What follows belongs to an exercise in optimizing a design on an open flow for small area; a production flow would make more cautious choices. Function was checked by simulation only, so behaviour that the tests miss may differ from the original. Power figures rest on the tool's default switching activity, not on a simulated workload.

## flow/constraint.sdc

```tcl
create_clock -name core_clock -period 10.0 [get_ports {rmii_clk}]
set_input_delay 2.0000 -clock core_clock [delete_from_list [all_inputs] [get_ports {rmii_clk}]]
set_output_delay 2.0000 -clock core_clock [all_outputs]
set_load 0.01 [all_outputs]
```

## flow/config.mk

```make
export PLATFORM = sky130hd
export DESIGN_NAME = eth_rmii
export DESIGN_NICKNAME = eth_rmii
export VERILOG_FILES = /design/flow/design.v
export SDC_FILE = /design/flow/constraint.sdc
export NUM_CORES = 4
export LEC_CHECK = 0
export CAP_MARGIN = 20
export CORE_MARGIN = 2
export CORE_UTILIZATION = 50
export CTS_BUF_LIST = sky130_fd_sc_hd__clkbuf_16
export CTS_CLUSTER_DIAMETER = 100
export CTS_CLUSTER_SIZE = 24
export GPL_TIMING_DRIVEN = 0
export SLEW_MARGIN = 20
```

## flow/flow/run.sh

```bash
#!/bin/bash
export BUFFER_PORTS_ARGS="-buffer_cell sky130_fd_sc_hd__buf_1"
bash standard.sh > standard.log 2>&1
```

## flow/design.v

```verilog
module CRC32_D8(
	input	wire							sys_clk,
	input	wire	[7:0]					data,
	input	wire							crc_start,
	input	wire							crc_en,
	output	reg		[31:0]					crc_q,
	output	wire	[31:0]					crc_nx
);
	function [31:0] step1;
		input [31:0] c;
		input b;
	begin
		step1 = { c[30:0], 1'b0 } ^ ( ( c[31] ^ b ) ? 32'h04C1_1DB7 : 32'h0 );
	end
	endfunction
	wire	[31:0]							c = crc_start ? 32'hffff_ffff : crc_q;
	wire	[7:0]							x = c[31:24] ^ { data[0], data[1], data[2], data[3], data[4], data[5], data[6], data[7] };
	wire	[31:0]							t = step1( step1( step1( step1( step1( step1( step1( step1( { x, 24'h0 }, 1'b0 ), 1'b0 ), 1'b0 ), 1'b0 ), 1'b0 ), 1'b0 ), 1'b0 ), 1'b0 );
assign		crc_nx	=	{ c[23:0], 8'h00 } ^ t;
always @ ( posedge sys_clk ) begin
	if ( crc_en ) begin
		crc_q <= crc_nx;
	end
end
endmodule
module CRC32_D2(
	input	wire							sys_clk,
	input	wire	[1:0]					dibit,
	input	wire							shift,
	input	wire							crc_en,
	output	reg		[31:0]					crc_q,
	output	wire	[31:0]					crc_nx
);
	function [31:0] step1;
		input [31:0] c;
		input b;
	begin
		step1 = { c[30:0], 1'b0 } ^ ( ( c[31] ^ b ) ? 32'h04C1_1DB7 : 32'h0 );
	end
	endfunction
	wire	[1:0]							x = shift ? 2'b00 : crc_q[31:30] ^ { dibit[0], dibit[1] };
	wire	[31:0]							t = step1( step1( { x, 30'h0 }, 1'b0 ), 1'b0 );
assign		crc_nx	=	{ crc_q[29:0], shift, shift } ^ t;
always @ ( posedge sys_clk ) begin
	if ( crc_en ) begin
		crc_q <= crc_nx;
	end
end
endmodule
module	rmii2gmii (
	input	wire						sys_rst_n,
	input	wire						rmii_clk,
	input	wire						rmii_rxdv,
	input	wire	[1:0]				rmii_rxdata,
	output	reg							rmii_txen,
	output	wire	[1:0]				rmii_txdata,
	output	wire						rmii_rst,
	output	reg							gmii_rxdv,
	output	reg		[7:0]				gmii_rxdata,
	input	wire						gmii_txen,
	input	wire	[7:0]				gmii_txdata,
	output	wire						gmii_txbusy,
	output	wire	[1:0]				tx_phase
);
	reg									rmii_true_rxdv;
	reg		[1:0]						rmii_true_rxdata;
	reg		[1:0]						rx_data_cnt;
	reg		[1:0]						tx_data_cnt;
	reg		[7:0]						tx_data_r;
	wire								force0	= rmii_rxdv && !rmii_true_rxdv;
	wire								tx_go	= gmii_txen && !gmii_txbusy;
assign		rmii_rst		= 1'b1;
assign		gmii_txbusy		= |tx_data_cnt;
assign		tx_phase		= tx_data_cnt;
always @ ( posedge rmii_clk or negedge sys_rst_n ) begin
	if ( !sys_rst_n ) begin
		rmii_true_rxdv <= 1'b0;
	end else if ( !rmii_rxdv ) begin
		rmii_true_rxdv <= 1'b0;
	end else if ( rmii_rxdata != 2'b0 ) begin
		rmii_true_rxdv <= 1'b1;
	end
end
always @ ( posedge rmii_clk ) begin
	rmii_true_rxdata <= rmii_rxdata;
end
always @ ( posedge rmii_clk or negedge sys_rst_n ) begin
	if ( !sys_rst_n ) begin
		rx_data_cnt <= 2'd0;
	end else if ( rmii_true_rxdv ) begin
		rx_data_cnt <= rx_data_cnt + 2'd1;
	end
end
always @ ( posedge rmii_clk or negedge sys_rst_n ) begin
	if ( !sys_rst_n ) begin
		gmii_rxdv <= 1'b0;
	end else begin
		gmii_rxdv <= force0 || ( rx_data_cnt == 2'd3 );
	end
end
always @ ( posedge rmii_clk ) begin
	if ( force0 ) begin
		gmii_rxdata <= 8'h0;
	end else begin
		case ( rx_data_cnt )
			2'd0: gmii_rxdata[1:0] <= rmii_true_rxdata;
			2'd1: gmii_rxdata[3:2] <= rmii_true_rxdata;
			2'd2: gmii_rxdata[5:4] <= rmii_true_rxdata;
			2'd3: gmii_rxdata[7:6] <= rmii_true_rxdata;
		endcase
	end
end
always @ ( posedge rmii_clk or negedge sys_rst_n ) begin
	if ( !sys_rst_n ) begin
		tx_data_cnt <= 2'd0;
	end else if ( tx_go ) begin
		tx_data_cnt <= 2'd1;
	end else if ( gmii_txbusy ) begin
		tx_data_cnt <= tx_data_cnt + 2'd1;
	end
end
always @ ( posedge rmii_clk or negedge sys_rst_n ) begin
	if ( !sys_rst_n ) begin
		rmii_txen <= 1'b0;
	end else if ( !gmii_txbusy ) begin
		rmii_txen <= gmii_txen;
	end
end
always @ ( posedge rmii_clk or negedge sys_rst_n ) begin
	if ( !sys_rst_n ) begin
		tx_data_r <= 8'h0;
	end else if ( tx_go ) begin
		tx_data_r <= gmii_txdata;
	end
end
assign	rmii_txdata	=	( tx_data_cnt == 2'd1 ) ? tx_data_r[1:0] :
						( tx_data_cnt == 2'd2 ) ? tx_data_r[3:2] :
						( tx_data_cnt == 2'd3 ) ? tx_data_r[5:4] : tx_data_r[7:6];
endmodule
module eth_arp_gmii (
	input	wire							sys_clk,
	input	wire							sys_rst_n,
	input	wire							gmii_rxdv,
	input	wire	[7:0]					gmii_rxdata,
	input	wire							gmii_txbusy,
	input	wire	[1:0]					tx_phase,
	output	reg		[7:0]					gmii_txdata,
	output	reg								arp_working
);
	parameter		BOARD_MAC_ADDR			= 48'h00_11_22_33_44_55;
	parameter		BOARD_IP_ADDR			= 32'hA9_FE_01_17;
	localparam	[47:0]	ARP_HEAD	= 48'h0001_0800_0604;
	reg		[6:0]							rx_pos;
	reg		[6:0]							rx_pos_next;
	reg										m1;						 
	reg										arp_req;				 
	reg										crc_last;				 
	reg										arp_req_true;
	reg										arp_resp;
	reg		[47:0]							mac_src;
	reg		[31:0]							ip_src;
	wire									rxdv = gmii_rxdv;
	wire	[7:0]							rxd = gmii_rxdata;
always @ ( * ) begin
	if ( rx_pos <= 7'd6 ) begin
		rx_pos_next = !rxdv ? rx_pos : ( rxd == 8'h55 ) ? rx_pos + 7'd1 : 7'd0;
	end else begin
		case ( rx_pos )
			7'd7:	rx_pos_next = !rxdv ? rx_pos : ( rxd == 8'hD5 ) ? 7'd8 : 7'd0;
			7'd14:	rx_pos_next = ( m1 || arp_req ) ? 7'd15 : 7'd0;
			7'd22:	rx_pos_next = !rxdv ? rx_pos : ( m1 && rxd == 8'h06 ) ? 7'd23 : 7'd0;
			7'd29:	rx_pos_next = m1 ? 7'd30 : 7'd0;
			7'd31:	rx_pos_next = !rxdv ? rx_pos : ( m1 && rxd == 8'h01 ) ? 7'd32 : 7'd0;
			7'd73:	rx_pos_next = !rxdv ? rx_pos : 7'd0;
			default:	rx_pos_next = ( rx_pos > 7'd73 ) ? 7'd0 : !rxdv ? rx_pos : rx_pos + 7'd1;
		endcase
	end
end
always @ ( posedge sys_clk or negedge sys_rst_n ) begin
	if ( !sys_rst_n ) begin
		rx_pos <= 7'd0;
	end else begin
		rx_pos <= rx_pos_next;
	end
end
always @ ( posedge sys_clk ) begin
	if ( rxdv ) begin
		case ( rx_pos )
			7'd8:	begin m1 <= rxd == 8'hFF; arp_req <= rxd == BOARD_MAC_ADDR[47:40]; end
			7'd9:	begin m1 <= m1 && rxd == 8'hFF; arp_req <= arp_req && rxd == BOARD_MAC_ADDR[39:32]; end
			7'd10:	begin m1 <= m1 && rxd == 8'hFF; arp_req <= arp_req && rxd == BOARD_MAC_ADDR[31:24]; end
			7'd11:	begin m1 <= m1 && rxd == 8'hFF; arp_req <= arp_req && rxd == BOARD_MAC_ADDR[23:16]; end
			7'd12:	begin m1 <= m1 && rxd == 8'hFF; arp_req <= arp_req && rxd == BOARD_MAC_ADDR[15:8]; end
			7'd13:	begin m1 <= m1 && rxd == 8'hFF; arp_req <= arp_req && rxd == BOARD_MAC_ADDR[7:0]; end
			7'd21:	m1 <= rxd == 8'h08;
			7'd23:	m1 <= rxd == 8'h00;
			7'd24:	m1 <= m1 && rxd == 8'h01;
			7'd25:	m1 <= m1 && rxd == 8'h08;
			7'd26:	m1 <= m1 && rxd == 8'h00;
			7'd27:	m1 <= m1 && rxd == 8'h06;
			7'd28:	m1 <= m1 && rxd == 8'h04;
			7'd30:	m1 <= rxd == 8'h00;
			7'd48:	arp_req <= rxd == BOARD_IP_ADDR[31:24];
			7'd49:	arp_req <= arp_req && rxd == BOARD_IP_ADDR[23:16];
			7'd50:	arp_req <= arp_req && rxd == BOARD_IP_ADDR[15:8];
			7'd51:	arp_req <= arp_req && rxd == BOARD_IP_ADDR[7:0];
			default: ;
		endcase
	end
end
always @ ( posedge sys_clk ) begin
	if ( rx_pos >= 7'd15 && rx_pos <= 7'd20 && rxdv ) begin
		mac_src <= { mac_src[39:0], rxd };
	end
	if ( rx_pos >= 7'd38 && rx_pos <= 7'd41 && rxdv ) begin
		ip_src <= { ip_src[23:0], rxd };
	end
end
	wire	[31:0]							rx_crc_q;
	wire	[31:0]							rx_crc_nx;
CRC32_D8									u1_rx_CRC32_D8 (
	.sys_clk								( sys_clk		),
	.data									( rxd			),
	.crc_start								( rx_pos == 7'd8 && rxdv ),
	.crc_en									( rx_pos >= 7'd8 && rxdv ),
	.crc_q									( rx_crc_q		),
	.crc_nx									( rx_crc_nx		)
);
always @ ( posedge sys_clk or negedge sys_rst_n ) begin
	if ( !sys_rst_n ) begin
		crc_last <= 1'b0;
		arp_req_true <= 1'b0;
		arp_resp <= 1'b0;
	end else begin
		crc_last <= rx_pos == 7'd73 && rxdv && arp_req;
		arp_req_true <= crc_last && rx_crc_q == 32'hC704_DD7B;
		arp_resp <= arp_req_true;
	end
end
	reg										tx_act;
	reg		[6:0]							tx_pos;
	reg		[47:0]							tx_des_mac;
	reg		[31:0]							tx_des_ip;
	wire									tx_go = arp_working && !gmii_txbusy;
always @ ( posedge sys_clk or negedge sys_rst_n ) begin
	if ( !sys_rst_n ) begin
		tx_act <= 1'b0;
		arp_working <= 1'b0;
	end else begin
		if ( !tx_act ) begin
			tx_act <= arp_resp;
		end else if ( tx_pos == 7'd71 && tx_go ) begin
			tx_act <= 1'b0;
		end
		arp_working <= tx_act;
	end
end
always @ ( posedge sys_clk ) begin
	if ( !tx_act ) begin
		tx_pos <= 7'd0;
	end else if ( tx_go ) begin
		tx_pos <= tx_pos + 7'd1;
	end
end
always @ ( posedge sys_clk ) begin
	if ( arp_resp ) begin
		tx_des_mac <= mac_src;
		tx_des_ip <= ip_src;
	end
end
	wire	[31:0]							tx_crc_q;
	wire	[31:0]							tx_crc_nx;
	wire									tx_crc_shift = tx_pos < 7'd8 || tx_pos >= 7'd68;
CRC32_D2									u2_tx_CRC32_D2 (
	.sys_clk								( sys_clk		),
	.dibit									( tx_phase == 2'd1 ? gmii_txdata[1:0] : tx_phase == 2'd2 ? gmii_txdata[3:2] :
											  tx_phase == 2'd3 ? gmii_txdata[5:4] : gmii_txdata[7:6] ),
	.shift									( tx_crc_shift	),
	.crc_en									( tx_act && ( tx_phase != 2'd0 || tx_go ) ),
	.crc_q									( tx_crc_q		),
	.crc_nx									( tx_crc_nx		)
);
	wire	[7:0]							tx_crc_byte = ~{ tx_crc_nx[24], tx_crc_nx[25], tx_crc_nx[26], tx_crc_nx[27],
															 tx_crc_nx[28], tx_crc_nx[29], tx_crc_nx[30], tx_crc_nx[31] };
	reg		[7:0]							tx_byte;
always @ ( * ) begin
	case ( tx_pos )
		7'd6:	tx_byte = 8'hD5;
		7'd7, 7'd39:	tx_byte = tx_des_mac[47:40];
		7'd8, 7'd40:	tx_byte = tx_des_mac[39:32];
		7'd9, 7'd41:	tx_byte = tx_des_mac[31:24];
		7'd10, 7'd42:	tx_byte = tx_des_mac[23:16];
		7'd11, 7'd43:	tx_byte = tx_des_mac[15:8];
		7'd12, 7'd44:	tx_byte = tx_des_mac[7:0];
		7'd13, 7'd29:	tx_byte = BOARD_MAC_ADDR[47:40];
		7'd14, 7'd30:	tx_byte = BOARD_MAC_ADDR[39:32];
		7'd15, 7'd31:	tx_byte = BOARD_MAC_ADDR[31:24];
		7'd16, 7'd32:	tx_byte = BOARD_MAC_ADDR[23:16];
		7'd17, 7'd33:	tx_byte = BOARD_MAC_ADDR[15:8];
		7'd18, 7'd34:	tx_byte = BOARD_MAC_ADDR[7:0];
		7'd19, 7'd23:	tx_byte = 8'h08;
		7'd20, 7'd25:	tx_byte = 8'h06;
		7'd22:	tx_byte = 8'h01;
		7'd26:	tx_byte = 8'h04;
		7'd28:	tx_byte = 8'h02;
		7'd35:	tx_byte = BOARD_IP_ADDR[31:24];
		7'd36:	tx_byte = BOARD_IP_ADDR[23:16];
		7'd37:	tx_byte = BOARD_IP_ADDR[15:8];
		7'd38:	tx_byte = BOARD_IP_ADDR[7:0];
		7'd45:	tx_byte = tx_des_ip[31:24];
		7'd46:	tx_byte = tx_des_ip[23:16];
		7'd47:	tx_byte = tx_des_ip[15:8];
		7'd48:	tx_byte = tx_des_ip[7:0];
		7'd67, 7'd68, 7'd69, 7'd70:	tx_byte = tx_crc_byte;
		default:	tx_byte = 8'h00;
	endcase
end
	wire									tx_load = tx_go && !( tx_pos < 7'd6 || ( tx_pos >= 7'd50 && tx_pos < 7'd67 ) );
always @ ( posedge sys_clk ) begin
	if ( !tx_act ) begin
		gmii_txdata <= arp_resp ? 8'h55 : 8'h00;
	end else if ( tx_load ) begin
		gmii_txdata <= tx_byte;
	end
end
endmodule
module udp_gmii_rx (
	input	wire							sys_clk,
	input	wire							sys_rst_n,
	input	wire							gmii_rxdv,
	input	wire	[7:0]					gmii_rxdata,
	output	reg								udp_rxstart,
	output	reg								udp_rxend,
	output	reg								udp_rxdv,
	output	reg		[7:0]					udp_rxdata,
	output	reg		[15:0]					udp_rxamount,
	output	reg		[15:0]					udp_rxnum,
	output	reg		[47:0]					pc_mac_addr,
	output	reg		[31:0]					pc_ip_addr,
	output	reg		[15:0]					pc_port,
	output	reg								pc_valid			 
);
	parameter		BOARD_MAC_ADDR			= 48'h00_11_22_33_44_55;
	parameter		BOARD_IP_ADDR			= 32'hA9_FE_01_17;
	localparam		IDLE		= 5'd0,
					SFD			= 5'd1,
					MAC_ADDR	= 5'd2,
					TYPE		= 5'd3,
					IP_TYPE		= 5'd4,
					IP_LEN		= 5'd5,
					IP_ID		= 5'd6,
					IP_SPLIT	= 5'd7,
					IP_TTL		= 5'd8,
					IP_PROTOCOL	= 5'd9,
					IP_CHECK	= 5'd10,
					IP_ADDR		= 5'd11,
					IP_FILL		= 5'd12,
					UDP_PORT	= 5'd13,
					UDP_LEN		= 5'd14,
					UDP_CHECK	= 5'd15,
					DATA		= 5'd16,
					CRC			= 5'd17;
	reg		[4:0]							state;
	reg		[4:0]							next;
	reg		[3:0]							cnt;				 
	reg		[5:0]							cnt_network;
	reg		[15:0]							cnt_data;
	reg										m;					 
	reg		[47:0]							src_mac;
	reg		[31:0]							src_ip;
	reg		[15:0]							port_len;			 
	reg		[3:0]							ihl;
	reg		[15:0]							ip_len;
	reg										mf;
	reg										udp_continue;
	wire									rxdv = gmii_rxdv;
	wire	[7:0]							rxd = gmii_rxdata;
	wire	[5:0]							ip_header_len = { ihl, 2'b00 };
	wire	[15:0]							data_len = ip_len - ip_header_len;
	wire	[15:0]							data_last = data_len - 16'd1;
	wire									num_ok = ( udp_rxamount >= 16'hFFF8 ) || ( udp_rxnum < udp_rxamount );
	reg		[7:0]							mac_byte;
	reg		[7:0]							ip_byte;
always @ ( * ) begin
	case ( cnt[2:0] )
		3'd0: mac_byte = BOARD_MAC_ADDR[47:40];
		3'd1: mac_byte = BOARD_MAC_ADDR[39:32];
		3'd2: mac_byte = BOARD_MAC_ADDR[31:24];
		3'd3: mac_byte = BOARD_MAC_ADDR[23:16];
		3'd4: mac_byte = BOARD_MAC_ADDR[15:8];
		default: mac_byte = BOARD_MAC_ADDR[7:0];
	endcase
	case ( cnt[1:0] )
		2'd0: ip_byte = BOARD_IP_ADDR[31:24];
		2'd1: ip_byte = BOARD_IP_ADDR[23:16];
		2'd2: ip_byte = BOARD_IP_ADDR[15:8];
		default: ip_byte = BOARD_IP_ADDR[7:0];
	endcase
end
always @ ( * ) begin
	next = state;
	case ( state )
		IDLE:			if ( cnt == 4'd6 && rxdv && rxd == 8'h55 ) next = SFD;
		SFD:			if ( rxdv ) next = ( rxd == 8'hD5 ) ? MAC_ADDR : IDLE;
		MAC_ADDR:		if ( cnt == 4'd11 && rxdv ) next = m ? TYPE : IDLE;
		TYPE:			if ( cnt[0] && rxdv ) next = ( m && rxd == 8'h00 ) ? IP_TYPE : IDLE;
		IP_TYPE:		if ( cnt[0] && rxdv ) next = m ? IP_LEN : IDLE;
		IP_LEN:			if ( cnt[0] && rxdv ) next = IP_ID;
		IP_ID:			if ( cnt[0] && rxdv ) next = IP_SPLIT;
		IP_SPLIT:		if ( cnt[0] && rxdv ) next = IP_TTL;
		IP_TTL:			if ( rxdv ) next = IP_PROTOCOL;
		IP_PROTOCOL:	if ( rxdv ) next = ( rxd == 8'd17 ) ? IP_CHECK : IDLE;
		IP_CHECK:		if ( cnt[0] && rxdv ) next = IP_ADDR;
		IP_ADDR:		if ( cnt == 4'd7 && rxdv ) next = !udp_continue ? UDP_PORT : ( cnt_network < ip_header_len - 1 ) ? IP_FILL : DATA;
		IP_FILL:		next = ( cnt_network >= ip_header_len - 1 && rxdv ) ? ( udp_continue ? DATA : UDP_PORT ) : IP_ADDR;
		UDP_PORT:		if ( !m ) next = IDLE; else if ( cnt[1:0] == 2'd3 && rxdv ) next = UDP_LEN;
		UDP_LEN:		if ( cnt[0] && rxdv ) next = UDP_CHECK;
		UDP_CHECK:		if ( cnt[0] && rxdv ) next = DATA;
		DATA:			if ( cnt_data >= data_last && rxdv && cnt_network >= 6'd45 ) next = CRC;
		CRC:			if ( cnt[1:0] == 2'd3 && rxdv ) next = IDLE;
		default:		next = IDLE;
	endcase
end
always @ ( posedge sys_clk or negedge sys_rst_n ) begin
	if ( !sys_rst_n ) begin
		state <= IDLE;
	end else begin
		state <= next;
	end
end
always @ ( posedge sys_clk or negedge sys_rst_n ) begin
	if ( !sys_rst_n ) begin
		cnt <= 4'd0;
	end else if ( next != state ) begin
		cnt <= 4'd0;
	end else if ( state == IDLE && rxdv && rxd != 8'h55 ) begin
		cnt <= 4'd0;
	end else if ( rxdv ) begin
		cnt <= cnt + 4'd1;
	end
end
always @ ( posedge sys_clk ) begin
	if ( state == IDLE || state == SFD || state == MAC_ADDR || state == TYPE || state == CRC ) begin
		cnt_network <= 6'd0;
	end else if ( cnt_network == 6'd63 ) begin
		cnt_network <= 6'd63;
	end else if ( rxdv ) begin
		cnt_network <= cnt_network + 6'd1;
	end
end
always @ ( posedge sys_clk ) begin
	if ( state == DATA || state == UDP_PORT || state == UDP_LEN || state == UDP_CHECK ) begin
		if ( rxdv ) begin
			cnt_data <= cnt_data + 16'd1;
		end
	end else begin
		cnt_data <= 16'd0;
	end
end
always @ ( posedge sys_clk ) begin
	if ( rxdv ) begin
		case ( state )
			MAC_ADDR:	if ( cnt < 4'd6 ) m <= ( cnt == 4'd0 || m ) && rxd == mac_byte;
			TYPE:		m <= rxd == 8'h08;
			IP_TYPE:	m <= rxd[7:4] == 4'h4;
			IP_ADDR:	if ( cnt[2] ) m <= ( cnt[1:0] == 2'd0 || m ) && rxd == ip_byte;
			default: ;
		endcase
	end
end
always @ ( posedge sys_clk ) begin
	if ( rxdv ) begin
		if ( state == MAC_ADDR && cnt >= 4'd6 ) begin
			src_mac <= { src_mac[39:0], rxd };
		end
		if ( state == IP_ADDR && !cnt[2] ) begin
			src_ip <= { src_ip[23:0], rxd };
		end
		if ( ( state == UDP_PORT && !cnt[1] ) || state == UDP_LEN ) begin
			port_len <= { port_len[7:0], rxd };
		end
		if ( state == IP_TYPE && !cnt[0] ) begin
			ihl <= rxd[3:0];
		end
		if ( state == IP_LEN ) begin
			ip_len <= { ip_len[7:0], rxd };
		end
		if ( state == IP_SPLIT && !cnt[0] ) begin
			mf <= rxd[5];
		end
	end
end
	wire									pc_refresh = state == UDP_LEN && !cnt[0] && rxdv;
always @ ( posedge sys_clk or negedge sys_rst_n ) begin
	if ( !sys_rst_n ) begin
		pc_valid <= 1'b0;
	end else if ( pc_refresh ) begin
		pc_valid <= 1'b1;
	end
end
always @ ( posedge sys_clk ) begin
	if ( pc_refresh ) begin
		pc_mac_addr <= src_mac;
		pc_ip_addr <= src_ip;
		pc_port <= port_len;
	end
end
always @ ( posedge sys_clk or negedge sys_rst_n ) begin
	if ( !sys_rst_n ) begin
		udp_rxdata <= 8'h0;
		udp_rxstart <= 1'b0;
		udp_rxend <= 1'b0;
		udp_rxdv <= 1'b0;
		udp_rxamount <= 16'd0;
		udp_rxnum <= 16'd0;
		udp_continue <= 1'b0;
	end else begin
		if ( state == DATA ) begin
			udp_rxdata <= rxd;
		end
		udp_rxstart <= !udp_continue && state == DATA && cnt_data == 16'd8 && rxdv;
		udp_rxend <= !mf && state == DATA && cnt_data == data_last && rxdv;
		udp_rxdv <= state == DATA && rxdv && num_ok;
		if ( state == UDP_CHECK ) begin
			udp_rxamount <= port_len - 16'd8;
		end
		if ( udp_rxstart ) begin
			udp_rxnum <= 16'd1;
		end else if ( state == CRC && !num_ok ) begin
			udp_rxnum <= 16'd0;
		end else if ( state == DATA && rxdv && num_ok ) begin
			udp_rxnum <= udp_rxnum + 16'd1;
		end
		if ( state == CRC ) begin
			udp_continue <= mf;
		end
	end
end
endmodule
module udp_gmii_tx(
	input	wire							sys_clk,
	input	wire							sys_rst_n,
	input	wire							gmii_txbusy,
	input	wire	[1:0]					tx_phase,
	output	wire							gmii_txen,
	output	reg		[7:0]					gmii_txdata,
	input	wire							udp_txstart,
	input	wire	[15:0]					udp_txamount,
	input	wire	[7:0]					udp_txdata,
	output	wire							udp_txreq,
	output	reg								udp_txbusy,
	input	wire	[47:0]					pc_mac_r,
	input	wire	[31:0]					pc_ip_r,
	input	wire	[15:0]					pc_port_r,
	input	wire							pc_valid
);
	wire	[47:0]							pc_mac_addr = pc_mac_r;
	wire	[31:0]							pc_ip_addr = pc_ip_r;
	wire	[15:0]							pc_port = pc_port_r;
	parameter		BOARD_MAC_ADDR			= 48'h00_11_22_33_44_55;
	parameter		BOARD_IP_ADDR			= 32'hA9_FE_01_17;
	localparam		IDLE		= 5'd0,
					HEAD		= 5'd1,
					MAC_ADDR	= 5'd2,
					TYPE		= 5'd3,
					IP_TYPE		= 5'd4,
					IP_LEN		= 5'd5,
					IP_ID		= 5'd6,
					IP_SPLIT	= 5'd7,
					IP_TTL		= 5'd8,
					IP_PROTOCOL	= 5'd9,
					IP_CHECK	= 5'd10,
					IP_ADDR		= 5'd11,
					UDP_PORT	= 5'd12,
					UDP_LEN		= 5'd13,
					UDP_CHECK	= 5'd14,
					DATA		= 5'd15,
					CRC			= 5'd16,
					WAIT		= 5'd17;
	reg		[4:0]							state;
	reg		[4:0]							next;
	reg		[10:0]							cnt;				 
	reg		[15:0]							ip_id;
	reg		[15:0]							ip_checksum;
	reg		[15:0]							udp_rest;
	reg										udp_continue;
	reg										mf;
	reg		[12:0]							offset;
	wire									go = gmii_txen && !gmii_txbusy;
	wire									start = udp_txstart && !udp_txbusy;
	wire									rest_big = udp_rest > 16'd1480;
	wire	[15:0]							ip_data_len = rest_big ? 16'd1500 : udp_rest + 16'd20;
	wire	[15:0]							cnt_next = { 5'd0, cnt } + 16'd1;
	wire									rest_reached = cnt_next >= udp_rest;
	wire									data_end = rest_big ? ( cnt >= 11'd1479 ) : ( udp_rest < 16'd26 ) ? ( cnt >= 11'd25 ) : rest_reached;
	wire									udp_hdr = state == UDP_PORT || state == UDP_LEN || state == UDP_CHECK;
assign		gmii_txen		=	state != IDLE && state != WAIT;
assign		udp_txreq		=	( ( state == IP_ADDR && cnt[2:0] == 3'd7 && udp_continue ) || ( state == UDP_CHECK && cnt[0] ) ||
								  ( state == DATA && ( udp_rest == 16'd0 || !rest_reached ) && cnt < 11'd1479 ) ) && go;
always @ ( * ) begin
	next = state;
	case ( state )
		IDLE:			if ( start || udp_continue ) next = HEAD;
		HEAD:			if ( cnt[2:0] == 3'd7 && go ) next = MAC_ADDR;
		MAC_ADDR:		if ( cnt[3:0] == 4'd11 && go ) next = TYPE;
		TYPE:			if ( cnt[0] && go ) next = IP_TYPE;
		IP_TYPE:		if ( cnt[0] && go ) next = IP_LEN;
		IP_LEN:			if ( cnt[0] && go ) next = IP_ID;
		IP_ID:			if ( cnt[0] && go ) next = IP_SPLIT;
		IP_SPLIT:		if ( cnt[0] && go ) next = IP_TTL;
		IP_TTL:			if ( go ) next = IP_PROTOCOL;
		IP_PROTOCOL:	if ( go ) next = IP_CHECK;
		IP_CHECK:		if ( cnt[0] && go ) next = IP_ADDR;
		IP_ADDR:		if ( cnt[2:0] == 3'd7 && go ) next = udp_continue ? DATA : UDP_PORT;
		UDP_PORT:		if ( cnt[1:0] == 2'd3 && go ) next = UDP_LEN;
		UDP_LEN:		if ( cnt[0] && go ) next = UDP_CHECK;
		UDP_CHECK:		if ( cnt[0] && go ) next = DATA;
		DATA:			if ( data_end && go ) next = CRC;
		CRC:			if ( cnt[1:0] == 2'd3 && go ) next = WAIT;
		WAIT:			if ( cnt[4:0] == 5'd31 ) next = IDLE;
		default:		next = IDLE;
	endcase
end
always @ ( posedge sys_clk or negedge sys_rst_n ) begin
	if ( !sys_rst_n ) begin
		state <= IDLE;
	end else begin
		state <= next;
	end
end
always @ ( posedge sys_clk ) begin
	if ( next != state && !( udp_hdr && ( next == UDP_LEN || next == UDP_CHECK || next == DATA ) ) ) begin
		cnt <= 11'd0;
	end else if ( go || state == WAIT ) begin
		cnt <= cnt + 11'd1;
	end
end
always @ ( posedge sys_clk or negedge sys_rst_n ) begin
	if ( !sys_rst_n ) begin
		udp_txbusy <= 1'b0;
		ip_id <= 16'd0;
		udp_continue <= 1'b0;
	end else begin
		if ( udp_txstart ) begin
			udp_txbusy <= 1'b1;
		end else if ( state == IDLE && !udp_continue ) begin
			udp_txbusy <= 1'b0;
		end
		if ( start ) begin
			ip_id <= ip_id + 16'd1;
		end
		if ( state == DATA ) begin
			udp_continue <= rest_big;
		end
	end
end
	wire									sum_first = state == HEAD;
	wire	[17:0]							sum = ( sum_first ? 16'h3027 : ip_checksum ) + ( sum_first ? ip_data_len : pc_valid ? pc_ip_addr[31:16] : 16'h0 ) +
												  ( sum_first ? ip_id : pc_valid ? pc_ip_addr[15:0] : 16'h0 );
	wire	[16:0]							sum1 = sum[17:16] + sum[15:0];
always @ ( posedge sys_clk ) begin
	if ( start ) begin
		udp_rest <= udp_txamount + 16'd8;
	end else if ( state == CRC && cnt[1:0] == 2'd0 && go && rest_big ) begin
		udp_rest <= udp_rest - 16'd1480;
	end
	if ( state == TYPE && cnt[0] && go ) begin
		mf <= rest_big;
		offset <= udp_continue ? offset + 13'd185 : 13'd0;
	end
	if ( ( state == IP_SPLIT && cnt[0] || sum_first ) && go ) begin
		ip_checksum <= sum1[15:0] + sum1[16];
	end
end
	wire	[31:0]							crc_q;
	wire	[31:0]							crc_nx;
	wire									crc_pend = state != IDLE && state != WAIT;
CRC32_D2									u1_CRC32_D2 (
	.sys_clk								( sys_clk		),
	.dibit									( tx_phase == 2'd1 ? gmii_txdata[1:0] : tx_phase == 2'd2 ? gmii_txdata[3:2] :
											  tx_phase == 2'd3 ? gmii_txdata[5:4] : gmii_txdata[7:6] ),
	.shift									( state == HEAD || state == CRC	),
	.crc_en									( crc_pend && ( tx_phase != 2'd0 || go ) ),
	.crc_q									( crc_q			),
	.crc_nx									( crc_nx		)
);
	reg		[7:0]							tx_byte;
always @ ( * ) begin
	tx_byte = 8'h00;
	case ( state )
		HEAD:			tx_byte = cnt[0] ? pc_mac_addr[47:40] : 8'hD5;
		MAC_ADDR: begin
			case ( cnt[3:0] )
				4'd0: tx_byte = pc_mac_addr[39:32];
				4'd1: tx_byte = pc_mac_addr[31:24];
				4'd2: tx_byte = pc_mac_addr[23:16];
				4'd3: tx_byte = pc_mac_addr[15:8];
				4'd4: tx_byte = pc_mac_addr[7:0];
				4'd5: tx_byte = BOARD_MAC_ADDR[47:40];
				4'd6: tx_byte = BOARD_MAC_ADDR[39:32];
				4'd7: tx_byte = BOARD_MAC_ADDR[31:24];
				4'd8: tx_byte = BOARD_MAC_ADDR[23:16];
				4'd9: tx_byte = BOARD_MAC_ADDR[15:8];
				4'd10: tx_byte = BOARD_MAC_ADDR[7:0];
				default: tx_byte = 8'h08;
			endcase
		end
		TYPE:			tx_byte = cnt[0] ? 8'h45 : 8'h00;
		IP_TYPE:		tx_byte = cnt[0] ? ip_data_len[15:8] : 8'h00;
		IP_LEN:			tx_byte = cnt[0] ? ip_id[15:8] : ip_data_len[7:0];
		IP_ID:			tx_byte = cnt[0] ? { 2'b00, mf, offset[12:8] } : ip_id[7:0];
		IP_SPLIT:		tx_byte = cnt[0] ? 8'h40 : offset[7:0];
		IP_TTL:			tx_byte = 8'd17;
		IP_PROTOCOL:	tx_byte = ~ip_checksum[15:8];
		IP_CHECK:		tx_byte = cnt[0] ? BOARD_IP_ADDR[31:24] : ~ip_checksum[7:0];
		IP_ADDR: begin
			case ( cnt[2:0] )
				3'd0: tx_byte = BOARD_IP_ADDR[23:16];
				3'd1: tx_byte = BOARD_IP_ADDR[15:8];
				3'd2: tx_byte = BOARD_IP_ADDR[7:0];
				3'd3: tx_byte = pc_ip_addr[31:24];
				3'd4: tx_byte = pc_ip_addr[23:16];
				3'd5: tx_byte = pc_ip_addr[15:8];
				3'd6: tx_byte = pc_ip_addr[7:0];
				default: tx_byte = udp_continue ? udp_txdata : pc_port[15:8];
			endcase
		end
		UDP_PORT: begin
			case ( cnt[1:0] )
				2'd0: tx_byte = pc_port[7:0];
				2'd1: tx_byte = pc_port[15:8];
				2'd2: tx_byte = pc_port[7:0];
				default: tx_byte = udp_rest[15:8];
			endcase
		end
		UDP_LEN:		tx_byte = cnt[0] ? 8'h00 : udp_rest[7:0];
		UDP_CHECK:		tx_byte = cnt[0] ? udp_txdata : 8'h00;
		DATA, CRC:		tx_byte = ( state == DATA && !data_end ) ? udp_txdata : ( state == CRC && cnt[1:0] == 2'd3 ) ? 8'h00 :
									  ~{ crc_nx[24], crc_nx[25], crc_nx[26], crc_nx[27], crc_nx[28], crc_nx[29], crc_nx[30], crc_nx[31] };
		default: ;
	endcase
end
	wire									pc_sel = ( state == HEAD && cnt[0] ) || ( state == MAC_ADDR && cnt[3:0] < 4'd5 ) ||
													 ( state == IP_ADDR && ( cnt[2:0] == 3'd7 ? !udp_continue : cnt[2:0] >= 3'd3 ) ) ||
													 ( state == UDP_PORT && cnt[1:0] != 2'd3 );
	wire	[7:0]							tx_byte_v = ( pc_sel && !pc_valid ) ? 8'h00 : tx_byte;
	wire									tx_load = go && ( state != HEAD || cnt[2:1] == 2'b11 );
always @ ( posedge sys_clk ) begin
	if ( state == IDLE ) begin
		gmii_txdata <= ( udp_txstart || udp_continue ) ? 8'h55 : 8'h00;
	end else if ( state == WAIT ) begin
		gmii_txdata <= 8'h00;
	end else if ( tx_load ) begin
		gmii_txdata <= tx_byte_v;
	end
end
endmodule
module eth_rmii(
	input	wire						sys_rst_n,
	input	wire						rmii_clk,
	input	wire						rmii_rxdv,
	input	wire	[1:0]				rmii_rxdata,
	output	wire						rmii_txen,
	output	wire	[1:0]				rmii_txdata,
	output	wire						rmii_rst,
	output	wire						udp_rxstart,
	output	wire						udp_rxend,
	output	wire						udp_rxdv,
	output	wire	[7:0]				udp_rxdata,
	output	wire	[15:0]				udp_rxamount,
	output	wire	[15:0]				udp_rxnum,
	input	wire						udp_txstart,
	input	wire	[15:0]				udp_txamount,
	input	wire	[7:0]				udp_txdata,
	output	wire						udp_txreq,
	output	wire						udp_txbusy
);
	wire								gmii_rxdv;
	wire	[7:0]						gmii_rxdata;
	wire								gmii_txen;
	wire	[7:0]						gmii_txdata;
	wire								gmii_txbusy;
	wire	[1:0]						tx_phase;
	wire	[7:0]						arp_gmii_txdata;
	wire								arp_working;
	wire								udp_gmii_txen;
	wire	[7:0]						udp_gmii_txdata;
	wire	[47:0]						pc_mac_addr;
	wire	[31:0]						pc_ip_addr;
	wire	[15:0]						pc_port;
	wire								pc_valid;
rmii2gmii								u1_rmii2gmii (
	.sys_rst_n							( sys_rst_n			),
	.rmii_clk							( rmii_clk			),
	.rmii_rxdv							( rmii_rxdv			),
	.rmii_rxdata						( rmii_rxdata		),
	.rmii_txen							( rmii_txen			),
	.rmii_txdata						( rmii_txdata		),
	.rmii_rst							( rmii_rst			),
	.gmii_rxdv							( gmii_rxdv			),
	.gmii_rxdata						( gmii_rxdata		),
	.gmii_txen							( gmii_txen			),
	.gmii_txdata						( gmii_txdata		),
	.gmii_txbusy						( gmii_txbusy		),
	.tx_phase							( tx_phase			)
);
eth_arp_gmii							u2_eth_arp_gmii (
	.sys_clk							( rmii_clk			),
	.sys_rst_n							( sys_rst_n			),
	.gmii_rxdv							( gmii_rxdv			),
	.gmii_rxdata						( gmii_rxdata		),
	.gmii_txbusy						( gmii_txbusy		),
	.tx_phase							( tx_phase			),
	.gmii_txdata						( arp_gmii_txdata	),
	.arp_working						( arp_working		)
);
udp_gmii_rx								u3_udp_gmii_rx (
	.sys_clk							( rmii_clk			),
	.sys_rst_n							( sys_rst_n			),
	.gmii_rxdv							( gmii_rxdv			),
	.gmii_rxdata						( gmii_rxdata		),
	.udp_rxstart						( udp_rxstart		),
	.udp_rxend							( udp_rxend			),
	.udp_rxdv							( udp_rxdv			),
	.udp_rxdata							( udp_rxdata		),
	.udp_rxamount						( udp_rxamount		),
	.udp_rxnum							( udp_rxnum			),
	.pc_mac_addr						( pc_mac_addr		),
	.pc_ip_addr							( pc_ip_addr		),
	.pc_port							( pc_port			),
	.pc_valid							( pc_valid			)
);
udp_gmii_tx								u4_udp_gmii_tx (
	.sys_clk							( rmii_clk			),
	.sys_rst_n							( sys_rst_n			),
	.gmii_txbusy						( gmii_txbusy		),
	.tx_phase							( tx_phase			),
	.gmii_txen							( udp_gmii_txen		),
	.gmii_txdata						( udp_gmii_txdata	),
	.udp_txstart						( udp_txstart		),
	.udp_txamount						( udp_txamount		),
	.udp_txdata							( udp_txdata		),
	.udp_txreq							( udp_txreq			),
	.udp_txbusy							( udp_txbusy		),
	.pc_mac_r							( pc_mac_addr		),
	.pc_ip_r							( pc_ip_addr		),
	.pc_port_r							( pc_port			),
	.pc_valid							( pc_valid			)
);
assign		gmii_txdata		=	arp_working ? arp_gmii_txdata :
								udp_txbusy ? udp_gmii_txdata : 8'h0;
assign		gmii_txen		=	arp_working || ( udp_txbusy && udp_gmii_txen );
endmodule
```

## flow/standard.sh

```bash
#!/bin/bash
# synth_recipe.tcl (not shown) runs the flow's synth.tcl, then flattens the netlist and writes it again
# the make line also repeats each setting of config.mk as NAME=value (left out here)
make -C /OpenROAD-flow-scripts/flow DESIGN_CONFIG=/design/flow/config.mk WORK_HOME=/design/flow/orfs CLKGATE_MAP_FILE= SYNTH_SCRIPT=/design/flow/synth_recipe.tcl "${@:-finish}"
```

==> results of run 1 <==
-- kinds of logic (layout without fill, tap and decap cells) --
kind of cell	after synthesis	in the layout	synth area share, %
adder cells (fa/ha/maj)	135	135	5.20
other	1	2	0.0107
flip-flops	688	688	56.0
AND/OR/NAND/NOR	1019	1019	14.4
multiplexers	39	39	1.16
XOR/XNOR	308	308	7.74
buffers and inverters	278	471	3.03
AO/OA/AOI/OAI	665	665	12.5
-- report_power, final --
group / internal, uW / total (uW) / switching [uW] / leakage [uW]
Clock: 733 / 1680 / 945 / 0.000632
Combinational: 721 / 1980 / 1260 / 0.00656
Sequential: 3390 / 3560 / 174 / 0.00658
-- metal layers --
metal	wire, um	vias up	global-route usage [%]
met1	44300	12800	39.4
met3	5900	188	3.23
li1	-	11800	-
met5	0	-	0
met4	3210	0	7.82
met2	45600	963	43.7
-- per-stage QoR --
stage	TNS, ns	utilization, %
2_1_floorplan	0	-
5_1_grt	-0.0153	55.1
3_3_place_gp	-333.65	52.4
3_5_place_dp	-5.26	53.2
4_1_cts	0	54.9
6_report	0	55.1
-- critical path: cells and delay by family, from the launching register on --
| kind | cells | cell delay (ns) |
|---|---|---|
| AOI/OAI and AO/OA | 11 | 2.38 |
| xor gates and xnor gates | 2 | 0.27 |
| adders and majority gates | 5 | 1.75 |
| buffers and inverters | 4 | 0.46 |
| DFF | 1 | 0.58 |
| and+or+nand+nor | 15 | 3.88 |
-- state kept, by name, indices dropped and copies added (netlist names), 32 cells and up --
name                                  flops
u2_eth_arp_gmii.u1_rx_CRC32_D8.crc_q     32
u3_udp_gmii_rx.pc_mac_addr               48
u4_udp_gmii_tx.u1_CRC32_D2.crc_q         32
u3_udp_gmii_rx.src_ip                    32
u3_udp_gmii_rx.src_mac                   48
u3_udp_gmii_rx.pc_ip_addr                32
u2_eth_arp_gmii.tx_des_mac               48
u2_eth_arp_gmii.u2_tx_CRC32_D2.crc_q     32
u2_eth_arp_gmii.ip_src                   32
u2_eth_arp_gmii.mac_src                  48
u2_eth_arp_gmii.tx_des_ip                32
-- layout by cell type, fill, tap and decap left out, types with 110 or more instances in the layout --
| cell type | instances |
|---|---|
| o21ai_0 | 134 |
| ha_1 | 117 |
| inv_1 | 143 |
| clkbuf_1 | 110 |
| edfxtp_1 | 534 |
| a21oi_1 | 190 |
| nor2_1 | 277 |
| nand2_1 | 231 |
| xor2_1 | 124 |
| xnor2_1 | 182 |
-- final cells by class --
type / instances / area [um^2]
inverter: 127 / 477
clock inverter: 28 / 183
fill: 6145 / 31300
buffer: 143 / 567
tap: 940 / 1180
clock buffer: 39 / 976
sequential: 688 / 19600
timing repair buffer: 134 / 818
multi-input combinational: 2167 / 14500
antenna: 1 / 2.50
-- what timing repair did --
item,in CTS,in global routing
pin swaps,0,1
endpoints found under the setup margin,10,7
buffers inserted,0,12
resized for setup,9,17
cloned,0,0
-- worst paths after layout --
| check | startpoint | endpoint | slack [ns] |
|---|---|---|---|
| setup / recovery | u4_udp_gmii_tx.udp_rest[7]$_DFFE_PP_ | u4_udp_gmii_tx.ip_checksum[15]$_DFFE_PP_ | 0.44 |
| hold / removal | u2_eth_arp_gmii.arp_req_true$_DFF_PN0_ | u2_eth_arp_gmii.arp_resp$_DFF_PN0_ | 0.36 |
| setup reg to reg | u4_udp_gmii_tx.udp_rest[7]$_DFFE_PP_ | u4_udp_gmii_tx.ip_checksum[15]$_DFFE_PP_ | 0.44 |
| hold reg to reg | u2_eth_arp_gmii.arp_req_true$_DFF_PN0_ | u2_eth_arp_gmii.arp_resp$_DFF_PN0_ | 0.36 |
| max in group asynchronous | sys_rst_n | u2_eth_arp_gmii.arp_resp$_DFF_PN0_ | 7.64 |
| min in group asynchronous | sys_rst_n | u4_udp_gmii_tx.ip_id[3]$_DFFE_PN0P_ | 1.37 |
==> flow_metrics.env, run 1 <==
export IMPL_leakage_uw=0.0138
export IMPL_ir_worst_vdd_mv=0.157
export IMPL_detail_route_wl_per_cell_um=23.2
export IMPL_synth_edf_count=534
export IMPL_dieArea_um2=72200
export IMPL_syn2layout_area_growth_pct=9.48
export IMPL_synth_area_um2=35100
export IMPL_grt_max_degree=53
export IMPL_synth_top_area_share_pct=45.7
export IMPL_layout_setup_ws_ns=0.444
export IMPL_p_total_uw=7220
export IMPL_netlist_instances=3133
export IMPL_slew_viol_final=0
export IMPL_die_h_um=269
export IMPL_cp_arrival_ns=9.89
export IMPL_yosysMostFrequentCell="edfxtp_1"
export IMPL_whs_ns=0.360
export IMPL_worst_setup_path_start_kind="flip-flop"
export IMPL_status="timing/DRC/antenna clean"
export IMPL_ant_nets=0
export IMPL_crit_slowest_cell="edfxtp_1"
export IMPL_synth_flop_cell="edfxtp_1"
export IMPL_fmax_mhz=105
export IMPL_nets=3463
export IMPL_clock_sinks=688
export IMPL_first_pass_iters=8
export IMPL_synth_distinct_cells=96
export IMPL_design_area_um2=38400
export IMPL_drc=0
export IMPL_hpwl_um=74100
export IMPL_antenna_found_initial=0
export IMPL_row_count=97
export IMPL_placed_area_um2=37100
export IMPL_insertion_delay_ns=0.59
export IMPL_drive_gt1_share_pct=6.22
export IMPL_cts_tree="yes"
export IMPL_holdCritPathClass="reg -> reg"
export IMPL_pre_cts_ws_ns=-0.949
export IMPL_grtUsageTotal_pct=27.3
export IMPL_synth_fp_nets=3298
export IMPL_ys_seq_area_share_pct=56.0
export IMPL_tightestPinTransition_ns=1.09
export IMPL_drt_vias_per_instance=6.04
export IMPL_fin_skew_ns=0.0147
export IMPL_drt_initial_drc_count=2781
export IMPL_numCtsBuffers=37
export IMPL_final_cells=4267
export IMPL_max_stage_delay_ns=0.58
export IMPL_ctsHoldBuffers=0
export IMPL_ys_ff_latch=688
export IMPL_clockBufferDepth=3
export IMPL_period_needed_ns=9.56
export IMPL_start_util_pct=50.3
export IMPL_pwr_density_cell_nw_per_um2=188
export IMPL_port_buffers=77
export IMPL_critPathRequiredTime_ns=10.33
export IMPL_avgSynthCellArea_um2=11.2
export IMPL_coreArea_um2=69700
export IMPL_cap_violations=0
export IMPL_vias=25800
export IMPL_relSlewSlack_pct=26.7
export IMPL_report_final_hold_viol_count=0
export IMPL_place_gp_congestion=1.03
export IMPL_place_inst=4195
export IMPL_holdPathStages=0
export IMPL_setup_viol=0
export IMPL_die_width_um=269
export IMPL_grt_overflow=0
export IMPL_ys_warn_count=6
export IMPL_synth_top_cell_by_area="edfxtp_1"
export IMPL_cts_reportedPaths_clkPinSlew_ns=0.10
export IMPL_ys_top_cells_by_area="edfxtp_1, dfrtp_1, xnor2_1, ha_1, xor2_1"
export IMPL_io_pins=79
export IMPL_crit_fanout=8
export IMPL_synth_async_reset_ratio_pct=15.1
export IMPL_critical_path_class="reg -> reg"
export IMPL_rr_worst_depth=37
export IMPL_synth_common_cells="edfxtp_1, nor2_1, nand2_1"
export IMPL_htree_levels=2
export IMPL_grt_pass1_wl_um=151000
export IMPL_wl_um=99000
export IMPL_grt_pass1_vias=24700
export IMPL_end_kind="flip-flop"
export IMPL_period_share_pct=95.6
export IMPL_cts_root_buf="clkbuf_16"
==> run 2: changes to the inputs <==
--- a/flow/config.mk
+++ b/flow/config.mk
@@ -11,5 +11,4 @@
 export CTS_BUF_LIST = sky130_fd_sc_hd__clkbuf_16
 export CTS_CLUSTER_DIAMETER = 100
 export CTS_CLUSTER_SIZE = 24
-export GPL_TIMING_DRIVEN = 0
 export SLEW_MARGIN = 20
==> flow_metrics.env, run 2 <==
export IMPL_start_util_pct=50.3
export IMPL_critPathRequiredTime_ns=10.35
export IMPL_cp_arrival_ns=9.66
export IMPL_leakage_uw=0.0136
export IMPL_die_h_um=269
export IMPL_synth_edf_count=534
export IMPL_hold_start="u2_eth_arp_gmii.arp_req_true$_DFF_PN0_"
export IMPL_whs_ns=0.360
export IMPL_numCtsBuffers=39
export IMPL_top_layer="met4"
export IMPL_rsz0062_at_grt="no"
export IMPL_cap_violations=0
export IMPL_die_width_um=269
export IMPL_clock_sinks=688
export IMPL_place_gp_congestion=0.974
export IMPL_port_buffers=77
export IMPL_end_kind="flip-flop"
export IMPL_holdPathEnd="u2_eth_arp_gmii.arp_resp$_DFF_PN0_"
export IMPL_grt_pass1_wl_um=143000
export IMPL_status="timing/DRC/antenna clean"
export IMPL_crit_slowest_cell="or4_4"
export IMPL_grt_pass1_vias=24100
export IMPL_period_share_pct=93.1
export IMPL_synth_area_um2=35100
export IMPL_cts_reportedPaths_clkPinSlew_ns=0.09
export IMPL_slew_viol_final=0
export IMPL_hpwl_um=66500
export IMPL_crit_fanout=8
export IMPL_ant_nets=0
export IMPL_synth_fp_nets=3298
export IMPL_layout_commonest_cell="edfxtp_1"
export IMPL_r2r_setup_slack_ns=0.69
export IMPL_pwr_density_cell_nw_per_um2=193
export IMPL_detail_route_wl_per_cell_um=22.7
export IMPL_grt_overflow=0
export IMPL_p_total_uw=7290
export IMPL_holdPathStages=0
export IMPL_cts_tree="yes"
export IMPL_yosysMostFrequentCell="edfxtp_1"
export IMPL_synth_flop_cell="edfxtp_1"
export IMPL_fillers=6179
export IMPL_netlist_instances=3133
export IMPL_first_pass_iters=6
export IMPL_report_final_hold_viol_count=0
export IMPL_wl_um=93800
export IMPL_relSlewSlack_pct=24.9
export IMPL_ys_top_cells_by_area="edfxtp_1, dfrtp_1, xnor2_1, ha_1, xor2_1"
export IMPL_fmax_mhz=107
export IMPL_synth_async_reset_ratio_pct=15.1
export IMPL_drc=0
export IMPL_setup_viol=0
export IMPL_syn2layout_area_growth_pct=7.83
export IMPL_met2_length_um=43400
export IMPL_drive_gt1_share_pct=6.02
export IMPL_avgSynthCellArea_um2=11.2
export IMPL_reg2reg_to="u4_udp_gmii_tx.ip_checksum[14]$_DFFE_PP_"
export IMPL_ir_worst_vdd_mv=0.178
export IMPL_nets=3323
export IMPL_antenna_found_initial=0
export IMPL_grtUsageTotal_pct=25.7
export IMPL_drt_met1_wl_um=41800
export IMPL_holdCritPathClass="reg -> reg"
export IMPL_r2r_start="u4_udp_gmii_tx.udp_rest[4]$_DFFE_PP_"
export IMPL_critical_path_class="reg -> reg"
export IMPL_synth_distinct_cells=96
export IMPL_max_stage_delay_ns=0.59
export IMPL_dieArea_um2=72200
export IMPL_coreArea_um2=69700
export IMPL_ctsHoldBuffers=0
export IMPL_grt_max_degree=83
export IMPL_cp_common_cell="ha_1"
export IMPL_synth_common_cells="edfxtp_1, nor2_1, nand2_1"
export IMPL_final_setup_tns_ns=0
export IMPL_vias=25000
export IMPL_htree_levels=2
export IMPL_ys_seq_area_share_pct=56.0
export IMPL_synth_top_cell_by_area="edfxtp_1"
export IMPL_io_pins=79
export IMPL_clockBufferDepth=3
export IMPL_met3WireLength_um=5700
export IMPL_cts_root_buf="clkbuf_16"
export IMPL_ys_warn_count=6
export IMPL_fin_skew_ns=0.0288
export IMPL_fin_util_pct=54.3
export IMPL_rr_worst_depth=37
export IMPL_insertion_delay_ns=0.61
export IMPL_layout_common_cells="edfxtp_1, nor2_1, nand2_1"
export IMPL_drt_initial_drc_count=2922
export IMPL_row_count=97
export IMPL_drt_vias_per_instance=6.05
export IMPL_period_needed_ns=9.31
export IMPL_synth_top_area_share_pct=45.7
export IMPL_ys_ff_latch=688
export IMPL_tightestPinTransition_ns=1.12
export IMPL_worst_setup_path_start_kind="flip-flop"
==> run 2: cells by family (layout without fill, tap and decap cells) <==
logic type      Yosys count  after routing  synth area share (%)
compound gates          665            665                  12.5
xor+xnor                308            308                  7.74
fa+ha+maj               135            135                  5.20
buf+inv                 278            334                  3.03
flops                   688            688                  56.0
mux                      39             39                  1.16
other cells               1              2                0.0107
simple gates           1019           1019                  14.4
==> run 2: cell type report <==
type,instances,area [um^2],area share [%]
antenna,1,2.50,0.00662
timing repair buffer,135,741,1.96
inverter,127,477,1.26
sequential,688,19600,52.0
tap,940,1180,3.11
clock buffer,41,1030,2.71
multi-input combinational,2167,14500,38.3
clock inverter,31,260,0.689
==> run 2: metal layers <==
| layer | up-vias | GRT usage [%] |
|---|---|---|
| li1 | 11500 | - |
| met1 | 12400 | 36.2 |
| met2 | 873 | 41.1 |
| met3 | 179 | 3.80 |
| met4 | 0 | 8.09 |
| met5 | - | 0 |
==> run 2: metrics by stage <==
stage	cells	area [um^2]	setup WS, ns
after floorplan	3133	35100	0.831
after global placement	4050	36400	0.813
after detailed placement	4050	36400	0.627
after CTS	4122	37700	0.569
after global routing	4129	37800	0.0563
final	4130	37800	0.686
==> run 2: timing repair <==
action,CTS,global route
setup buffers,0,6
resized for setup,0,3
endpoints found under the setup margin,0,5
==> run 2: how the worst max path moves through the flow <==
stage / slack [ns] / end / from
floorplan: 0.83 / u3_udp_gmii_rx.src_mac[0]$_DFFE_PP_ / u3_udp_gmii_rx.state[2]$_DFF_PN0_
finish: 0.69 / u4_udp_gmii_tx.ip_checksum[14]$_DFFE_PP_ / u4_udp_gmii_tx.udp_rest[4]$_DFFE_PP_
detailed placement: 0.63 / u4_udp_gmii_tx.ip_checksum[15]$_DFFE_PP_ / u4_udp_gmii_tx.udp_rest[5]$_DFFE_PP_
global route: 0.06 / u4_udp_gmii_tx.ip_checksum[14]$_DFFE_PP_ / u4_udp_gmii_tx.udp_rest[4]$_DFFE_PP_
CTS: 0.57 / u4_udp_gmii_tx.ip_checksum[14]$_DFFE_PP_ / u4_udp_gmii_tx.udp_rest[5]$_DFFE_PP_
global placement: 0.81 / u4_udp_gmii_tx.ip_checksum[15]$_DFFE_PP_ / u4_udp_gmii_tx.udp_rest[6]$_DFFE_PP_
==> run 2: power breakdown <==
| part | switching, uW | total, uW | internal [uW] |
|---|---|---|---|
| clock | 995 | 1800 | 809 |
| combinational | 1240 | 1970 | 729 |
| sequential | 127 | 3510 | 3390 |
==> run 2: worst max-delay path: cells and delay by family, from the launching register on <==
kind,cells,cell delay (ns)
AOI/OAI and AO/OA,10,2.42
xor gates and xnor gates,2,0.22
adders and majority gates,6,1.83
buffers and inverters,3,0.23
DFF,1,0.48
and+or+nand+nor,16,3.85
==> run 3: changes to the inputs <==
--- a/flow/config.mk
+++ b/flow/config.mk
@@ -5,10 +5,11 @@
 export SDC_FILE = /design/flow/constraint.sdc
 export NUM_CORES = 4
 export LEC_CHECK = 0
-export CAP_MARGIN = 20
+export CAP_MARGIN = 0
 export CORE_MARGIN = 2
 export CORE_UTILIZATION = 50
 export CTS_BUF_LIST = sky130_fd_sc_hd__clkbuf_16
 export CTS_CLUSTER_DIAMETER = 100
 export CTS_CLUSTER_SIZE = 24
-export SLEW_MARGIN = 20
+export GPL_TIMING_DRIVEN = 0
+export SLEW_MARGIN = 0
==> flow_metrics.env, run 3 <==
export IMPL_status="timing/DRC/antenna clean"
export IMPL_met2_length_um=45300
export IMPL_hpwl_um=73800
export IMPL_period_share_pct=94.6
export IMPL_yosysMostFrequentCell="edfxtp_1"
export IMPL_holdCritPathClass="reg -> reg"
export IMPL_synth_flop_cell="edfxtp_1"
export IMPL_grt_pass1_vias=24700
export IMPL_ys_ff_latch=688
export IMPL_port_buffers=77
export IMPL_avgSynthCellArea_um2=11.2
export IMPL_met3WireLength_um=5870
export IMPL_ir_worst_vdd_mv=0.169
export IMPL_slew_viol_final=0
export IMPL_cts_reportedPaths_clkPinSlew_ns=0.10
export IMPL_drt_met1_wl_um=44700
export IMPL_cp_arrival_ns=9.79
export IMPL_crit_fanout=8
export IMPL_synth_area_um2=35100
export IMPL_cp_common_cell="ha_1"
export IMPL_die_h_um=269
export IMPL_netlist_instances=3133
export IMPL_io_pins=79
export IMPL_syn2layout_area_growth_pct=9.26
export IMPL_place_gp_congestion=1.03
export IMPL_drc=0
export IMPL_placed_area_um2=37000
export IMPL_ys_seq_area_share_pct=56.0
export IMPL_grtUsageTotal_pct=27.3
export IMPL_critPathRequiredTime_ns=10.33
export IMPL_nets=3453
export IMPL_rr_worst_depth=37
export IMPL_antennaDiodeCount=0
export IMPL_grt_max_degree=68
export IMPL_synth_distinct_cells=96
export IMPL_start_util_pct=50.3
export IMPL_drt_vias_per_instance=6.04
export IMPL_insertion_delay_ns=0.60
export IMPL_ant_nets=0
export IMPL_rsz0062_at_grt="no"
export IMPL_wl_um=99100
export IMPL_drive_gt1_share_pct=5.79
export IMPL_layout_commonest_cell="edfxtp_1"
export IMPL_synth_top_cell_by_area="edfxtp_1"
export IMPL_top_layer="met4"
export IMPL_period_needed_ns=9.46
export IMPL_design_area_um2=38300
export IMPL_row_count=97
export IMPL_holdPathStages=0
export IMPL_antenna_found_initial=0
export IMPL_drt_initial_drc_count=2704
export IMPL_cap_violations=0
export IMPL_whs_ns=0.359
export IMPL_synth_async_reset_ratio_pct=15.1
export IMPL_pwr_density_cell_nw_per_um2=189
export IMPL_htree_levels=2
export IMPL_crit_slowest_cell="or4b_4"
export IMPL_ys_warn_count=6
export IMPL_synth_edf_count=534
export IMPL_end_kind="flip-flop"
export IMPL_first_pass_iters=6
export IMPL_leakage_uw=0.0137
export IMPL_layout_common_cells="edfxtp_1, nor2_1, nand2_1"
export IMPL_relSlewSlack_pct=6.45
export IMPL_report_final_hold_viol_count=0
export IMPL_ctsHoldBuffers=0
export IMPL_clockBufferDepth=3
export IMPL_setup_viol=0
export IMPL_fmax_mhz=106
export IMPL_coreArea_um2=69700
export IMPL_vias=25700
export IMPL_dieArea_um2=72200
export IMPL_grt_overflow=0
export IMPL_cts_tree="yes"
export IMPL_synth_fp_nets=3298
export IMPL_clock_sinks=688
export IMPL_grt_pass1_wl_um=151000
export IMPL_numCtsBuffers=37
export IMPL_tightestPinTransition_ns=1.39
export IMPL_ys_top_cells_by_area="edfxtp_1, dfrtp_1, xnor2_1, ha_1, xor2_1"
export IMPL_synth_top_area_share_pct=45.7
export IMPL_fin_skew_ns=0.0232
export IMPL_detail_route_wl_per_cell_um=23.3
export IMPL_worst_setup_path_start_kind="flip-flop"
export IMPL_cts_root_buf="clkbuf_16"
export IMPL_critical_path_class="reg -> reg"
export IMPL_max_stage_delay_ns=0.57
export IMPL_die_width_um=269
export IMPL_synth_common_cells="edfxtp_1, nor2_1, nand2_1"
==> run 3: final timing paths <==
| kind | start | endpoint | slack (ns) |
|---|---|---|---|
| max reg2reg | u4_udp_gmii_tx.udp_rest[5]$_DFFE_PP_ | u4_udp_gmii_tx.ip_checksum[15]$_DFFE_PP_ | 0.54 |
| max in group asynchronous | sys_rst_n | u2_eth_arp_gmii.arp_resp$_DFF_PN0_ | 7.75 |
| min in group asynchronous | sys_rst_n | u4_udp_gmii_tx.ip_id[0]$_DFFE_PN0P_ | 1.35 |
| min | u2_eth_arp_gmii.arp_req_true$_DFF_PN0_ | u2_eth_arp_gmii.arp_resp$_DFF_PN0_ | 0.36 |
| max | u4_udp_gmii_tx.udp_rest[5]$_DFFE_PP_ | u4_udp_gmii_tx.ip_checksum[15]$_DFFE_PP_ | 0.54 |
| min reg2reg | u2_eth_arp_gmii.arp_req_true$_DFF_PN0_ | u2_eth_arp_gmii.arp_resp$_DFF_PN0_ | 0.36 |
==> run 3: layout make-up <==
cell class                 count  area [um^2]
inverter                     127          477
clock inverter                30          238
multi-input combinational   2167        14500
clock buffer                  38          951
sequential                   688        19600
timing repair buffer         123          761
tap                          940         1180
fill                        6066        31400
buffer                       144          572
==> run 3: metal layers <==
metal	vias up	GRT usage (%)
met3	173	3.39
met2	935	43.1
li1	11800	-
met5	-	0
met4	0	8.08
met1	12800	39.6
==> run 3: logic make-up (layout without fill, tap and decap cells) <==
logic type	count (synthesis)	in the layout	synth area share, %
other cells	1	1	0.0107
mux	39	39	1.16
buf+inv	278	462	3.03
fa+ha+maj	135	135	5.20
simple gates	1019	1019	14.4
flops	688	688	56.0
compound gates	665	665	12.5
xor+xnor	308	308	7.74
==> run 3: worst max-delay path: cells and delay by family (launching register included) <==
family                   cells  cell delay [ns]
XOR/XNOR                     2             0.26
AND/OR/NAND/NOR             15             3.84
adder cells (fa/ha/maj)      5             1.52
AO/OA/AOI/OAI               11             2.64
buffers and inverters        4             0.41
flip-flops                   1             0.52
==> run 3: where the power goes <==
part	switching (uW)	total (uW)	leakage, uW	internal (uW)
Combinational	1260	1970	0.00648	719
Sequential	172	3560	0.00658	3390
Clock	948	1690	0.000644	747
==> run 3: repair_timing <==
| item | in CTS | in global routing |
|---|---|---|
| hold endpoints to repair | 0 | 0 |
| setup endpoints to repair | 10 | 7 |
| pin swaps | 0 | 1 |
| resized for setup | 10 | 18 |
| buffers inserted | 0 | 13 |
==> run 3: metrics by stage <==
| stage | util, % | setup TNS (ns) | worst slack (ns) | power [uW] | instances |
|---|---|---|---|---|---|
| 6_report | 55.0 | 0 | 0.544 | 7230 | 4257 |
| 5_1_grt | 55.0 | 0 | 0.0156 | 7550 | 4257 |
| 4_1_cts | 54.8 | 0 | 0.0938 | 7260 | 4250 |
| 3_5_place_dp | 53.1 | -5.39 | -0.964 | 5560 | 4183 |
| 3_3_place_gp | 52.4 | -333.65 | -3.34 | 5530 | 4150 |
| 2_1_floorplan | - | 0 | 0.831 | 4910 | 3133 |

[port drivers added, routing unchanged]
In the flow no input, the clock included, has a driving cell. The finished layouts below were timed again as built, in two steps. Step 1 (the two cells are an assumption about what drives the block):
set clk [get_ports {rmii_clk}]
set_driving_cell -lib_cell sky130_fd_sc_hd__clkbuf_16 $clk
set_driving_cell -lib_cell sky130_fd_sc_hd__buf_2 [delete_from_list [all_inputs] $clk]
Step 2 adds t to the input delays and takes it off the output delays; t is the mean of the earliest and latest rising clock arrival at the registers after step 1. Input paths then give back, and output paths get back, about the clock's delay inside the block. Slacks: ideal ports / drivers / drivers and shift; pairs: ideal ports / drivers.
run | shift t [ns] | setup slack, ns | cell pins on the clock port's net
run 1 | 0.652 | 0.444 / 0.444 / 0.444 | 1
run 2 | 0.663 | 0.686 / 0.686 / 0.686 | 1
run 3 | 0.657 | 0.544 / 0.544 / 0.544 | 1
After both steps setup and hold are still met in every run listed.
